Context: an optimization exercise on an open-source flow, tuned for small area, a short achievable clock period and few clock cycles. The choices shown serve that exercise and are no tape-out recipe. Where RTL was checked, it was by simulation tests only, not by an equivalence proof against the original. Power figures rest on the tool's default switching activity, not on a simulated workload.

==> flow/design.v <==
module ysyx_22050612_divider(
	input clk,
	input rst,
	input div_valid,
	input flush,
	input divw,
	input div_signed,
	input [63:0]dividend,
	input [63:0]divisor,
	output div_ready,
	output out_valid,
	output [63:0]quotient,
	output [63:0]remainder
);
reg        v1;
reg [63:0] xa1, xb1;    
reg        sa1, sb1;    
reg        w1, z1;      
reg [7:0]  la1, lb1;    
reg        busy;        
reg        done;        
reg        itr;         
reg        fxd;         
reg        fixr;        
reg        mayr;        
reg [63:0] rem;         
reg [63:0] dsr;         
reg [63:0] quo;         
reg [63:0] qal;         
reg [4:0]  cnt;         
reg        qneg, rneg;
wire need;              
wire go = v1 & ~busy & ~need;   
wire load1 = ~v1 | go;  
assign div_ready = load1;
assign out_valid = done & ~need;
wire sa = div_signed & (divw ? dividend[31] : dividend[63]);
wire sb = div_signed & (divw ? divisor[31]  : divisor[63]);
wire [63:0] xa = divw ? {32'b0, dividend[31:0] ^ {32{sa}}} : (dividend ^ {64{sa}});
wire [63:0] xb = divw ? {32'b0, divisor[31:0]  ^ {32{sb}}} : (divisor  ^ {64{sb}});
wire        bz = divw ? ~|divisor[31:0] : ~|divisor;
function [5:0] lead(input [31:0] x);
	reg [15:0] v1; reg [3:0] p1 [0:15];
	reg [7:0]  v2; reg [3:0] p2 [0:7];
	reg [3:0]  v3; reg [3:0] p3 [0:3];
	reg [1:0]  v4; reg [3:0] p4 [0:1];
	integer i;
	begin
		for (i = 0; i < 16; i = i + 1) begin
			v1[i] = x[2*i+1] | x[2*i];
			p1[i] = {3'b0, x[2*i+1]};
		end
		for (i = 0; i < 8; i = i + 1) begin
			v2[i] = v1[2*i+1] | v1[2*i];
			p2[i] = v1[2*i+1] ? {2'b0, 1'b1, p1[2*i+1][0]} : {2'b0, 1'b0, p1[2*i][0]};
		end
		for (i = 0; i < 4; i = i + 1) begin
			v3[i] = v2[2*i+1] | v2[2*i];
			p3[i] = v2[2*i+1] ? {1'b0, 1'b1, p2[2*i+1][1:0]} : {1'b0, 1'b0, p2[2*i][1:0]};
		end
		for (i = 0; i < 2; i = i + 1) begin
			v4[i] = v3[2*i+1] | v3[2*i];
			p4[i] = v3[2*i+1] ? {1'b1, p3[2*i+1][2:0]} : {1'b0, p3[2*i][2:0]};
		end
		lead = {v4[1] | v4[0], v4[1] ? {1'b1, p4[1]} : {1'b0, p4[0]}};
	end
endfunction
function [7:0] maglead(input [63:0] x, input s, input w);
	reg [5:0] ph, pl, nh, nl;
	reg [6:0] lp, ln;
	reg       m32, m64;
	begin
		ph = lead(x[63:32]);
		pl = lead(x[31:0]);
		nh = lead(~x[63:32]);
		nl = lead(~x[31:0]);
		lp = (!w && ph[5]) ? {1'b1, 1'b1, ph[4:0]} : {pl[5], 1'b0, pl[4:0]};
		ln = (!w && nh[5]) ? {1'b1, 1'b1, nh[4:0]} : {nl[5], 1'b0, nl[4:0]};
		m32 = &(x[31:1] | ~x[30:0]);
		m64 = m32 & (&(x[63:32] | ~x[62:31]));
		maglead = s ? {ln, w ? m32 : m64} : {lp, 1'b0};
	end
endfunction
wire [7:0] la = maglead(dividend, sa, divw);
wire [7:0] lb = maglead(divisor,  sb, divw);
always @(posedge clk) begin
	if (rst || flush) v1 <= 1'b0;
	else              v1 <= (div_valid & load1) | (v1 & ~go);
end
always @(posedge clk) begin
	if (load1) begin
		xa1 <= xa;
		xb1 <= xb;
		sa1 <= sa;
		sb1 <= sb;
		w1  <= divw;
		z1  <= bz;
		la1 <= la;
		lb1 <= lb;
	end
end
wire [7:0]  sh = {2'b0, la1[6:1]} - {2'b0, lb1[6:1]}
               + {7'b0, la1[0] & la1[7]} - {7'b0, lb1[0] & lb1[7]};
wire        qzero = ~(la1[7] | sa1) | sh[7];
function [63:0] inc(input [63:0] x, input c);
	reg [63:0] t;
	integer i, k, j;
	begin
		t = x;
		for (k = 1; k < 64; k = k * 2)
			for (i = 63; i >= 0; i = i - 1)
				if (i & k) begin
					j = (i & ~(k - 1)) - 1;
					t[i] = t[i] & t[j];
				end
		inc = x ^ ({t[62:0], 1'b1} & {64{c}});
	end
endfunction
wire [63:0] bb = inc(xb1, sb1);
wire [63:0] qz = w1 ? 64'h00000000FFFFFFFF : 64'hFFFFFFFFFFFFFFFF;
wire [66:0] ta = {3'b0, rem};
wire [66:0] t1 = ~{3'b0, dsr};
wire [66:0] t2 = ~{2'b0, dsr, 1'b0};
function [66:0] add1(input [66:0] a, input [66:0] b);
	reg [66:0] g, p, gg, pp;
	integer i, k, j;
	begin
		g = a & b;
		p = a ^ b;
		gg = {g[66:1], g[0] | p[0]};
		pp = p;
		for (k = 1; k < 67; k = k * 2)
			for (i = 66; i >= 0; i = i - 1)
				if (i & k) begin
					j = (i & ~(k - 1)) - 1;
					gg[i] = gg[i] | (pp[i] & gg[j]);
					pp[i] = pp[i] & pp[j];
				end
		add1 = p ^ {gg[65:0], 1'b1};
	end
endfunction
wire [66:0] s1 = add1(ta, t1);
wire [66:0] s2 = add1(ta, t2);
wire [66:0] cs = ta ^ t1 ^ t2;
wire [66:0] cc = {(ta[65:0] & t1[65:0]) | (ta[65:0] & t2[65:0]) | (t1[65:0] & t2[65:0]), 1'b1};
wire [66:0] s3 = add1(cs, cc);
wire ge1 = ~s1[66];
wire ge2 = ~s2[66];
wire ge3 = ~s3[66];
wire [1:0] qd  = {ge2, ge3 | (ge1 & ~ge2)};
wire [1:0] qdm = {ge3, ge2 & ~ge3};           
wire [1:0] qdp = {ge1, ~ge1 | (ge2 & ~ge3)};  
wire [63:0] rnext = ge3 ? s3[63:0] : ge2 ? s2[63:0] : ge1 ? s1[63:0] : rem;
wire last = (cnt == 5'd0);
function low_m1(input [7:0] x, input [7:0] d);
	reg [7:0] p, g;
	begin
		p = x ^ ~d;
		g = x & ~d;
		low_m1 = ~p[0] & (&(p[7:1] ^ g[6:0]));
	end
endfunction
wire m0 = low_m1(rem[7:0], dsr[7:0]);
wire m1 = low_m1(s1[7:0], dsr[7:0]);
wire m2 = low_m1(s2[7:0], dsr[7:0]);
wire m3 = low_m1(s3[7:0], dsr[7:0]);
wire mnext = ge3 ? m3 : ge2 ? m2 : ge1 ? m1 : m0;
always @(posedge clk) begin
	if (rst || flush) begin
		busy <= 1'b0;
		done <= 1'b0;
		fxd  <= 1'b0;
	end else if (go) begin
		busy <= ~(z1 | qzero);
		done <= z1 | qzero;
		fxd  <= 1'b0;
	end else if (need) begin
		done <= 1'b1;
		fxd  <= 1'b1;
	end else begin
		busy <= busy & ~last;
		done <= busy & last;
		fxd  <= 1'b0;
	end
end
always @(posedge clk) begin
	if (go) begin
		rem  <= xa1;
		dsr  <= bb << {sh[5:1], 1'b0};
		quo  <= z1 ? qz : 64'b0;
		qal  <= (sa1 ^ sb1) ? (z1 ? {qz[63:1], 1'b0} : 64'hFFFFFFFFFFFFFFFF) : 64'd1;
		cnt  <= sh[5:1];
		qneg <= sa1 ^ sb1;
		rneg <= sa1;
		itr  <= ~(z1 | qzero);
		fixr <= 1'b0;
	end else if (need) begin
		fixr <= exact;
	end else if (busy) begin
		rem  <= rnext;
		if (!last) dsr <= dsr >> 2;
		quo  <= {quo[61:0], qd};
		if (qneg) qal <= ge1 ? {quo[61:0], qdm} : {qal[61:0], 2'b11};
		else      qal <= ge3 ? {qal[61:0], 2'b00} : {quo[61:0], qdp};
		cnt  <= cnt - 5'd1;
		mayr <= mnext;
	end
end
wire [63:0] ep = rem ^ ~dsr;
wire [63:0] eg = rem & ~dsr;
wire exact = ~ep[0] & (&(ep[63:1] ^ eg[62:0]));
assign need = done & ~fxd & rneg & itr & mayr;
wire fix = fixr;
assign quotient  = qneg ? ~(fix ? quo : qal) : (fix ? qal : quo);
assign remainder = rneg ? (fix ? 64'b0 : ~rem) : rem;
endmodule
make LEC_CHECK=0 CAP_MARGIN=20 CORE_MARGIN=2 CORE_UTILIZATION=40 SETUP_SLACK_MARGIN=5 SLEW_MARGIN=20 finish   # period 10.0 ns
run.sh (not shown) runs the stock make flow with config.mk's settings and CLKGATE_MAP_FILE= SYNTH_SCRIPT=/design/flow/synth_recipe.tcl, a recipe that flattens the netlist after the stock synthesis.
Testbench counts at the start, summed over its fixed seeds: cycles 3,812.
==> next run, changes <==
--- a/flow/design.v
+++ b/flow/design.v
@@ -101,23 +101,9 @@
 end
 wire [7:0]  sh = {2'b0, la1[6:1]} - {2'b0, lb1[6:1]}
                + {7'b0, la1[0] & la1[7]} - {7'b0, lb1[0] & lb1[7]};
 wire        qzero = ~(la1[7] | sa1) | sh[7];
-function [63:0] inc(input [63:0] x, input c);
-	reg [63:0] t;
-	integer i, k, j;
-	begin
-		t = x;
-		for (k = 1; k < 64; k = k * 2)
-			for (i = 63; i >= 0; i = i - 1)
-				if (i & k) begin
-					j = (i & ~(k - 1)) - 1;
-					t[i] = t[i] & t[j];
-				end
-		inc = x ^ ({t[62:0], 1'b1} & {64{c}});
-	end
-endfunction
-wire [63:0] bb = inc(xb1, sb1);
+wire [63:0] bb = xb1 + {63'b0, sb1};
 wire [63:0] qz = w1 ? 64'h00000000FFFFFFFF : 64'hFFFFFFFFFFFFFFFF;
 wire [66:0] ta = {3'b0, rem};
 wire [66:0] t1 = ~{3'b0, dsr};
 wire [66:0] t2 = ~{2'b0, dsr, 1'b0};
Area after synthesis rises by 1.3%; synthesized cell count rises by 1.9%; critical path depth falls by 1; wire length rises by 4.5%; power falls by 2.4%; via count rises by 1.6%; sequential cell count is unchanged; count of clock-buffer cells in the layout rises by 1; fmax rises by 0.54%; non-clock buffer count rises by 13; global-route usage rises by 1.0 points; clock power rises by 11%; final area rises by 2.2%; die area rises by 1.3%.
The RTL of the second run of this note was laid out without a check of its function.

[port drivers added, routing unchanged]
The flow's constraints put no driver on any port. The routed layouts listed below were extracted and timed again, unchanged, in two steps.
Step 1 sets driving cells, clkbuf_16 on the clock port and buf_2 on the other inputs (assumed; they add their load-dependent delay and slew).
Step 2, shift: input delay + t, output delay - t, t = (earliest + latest rising clock arrival at the registers) / 2. This alone moves slack from input paths to output paths.
Three values: ideal ports, drivers, drivers and shift; two values: the first two.
run	shift t [ns]	setup slack, ns	worst hold slack (ns)	worst setup path after step 2	worst register clock-pin slew, ns
the first run	0.695	5.062 / 4.988 / 4.683	0.541 / 0.541 / 0.541	input to register	0.07 / 0.07
the second run	0.700	5.089 / 5.018 / 4.775	0.522 / 0.522 / 0.522	input to register	0.07 / 0.07
After both steps setup and hold are still met in every run listed. The setup slack of the first run, which loses most, moves by -0.074 ns with the drivers and by -0.379 ns with both steps.
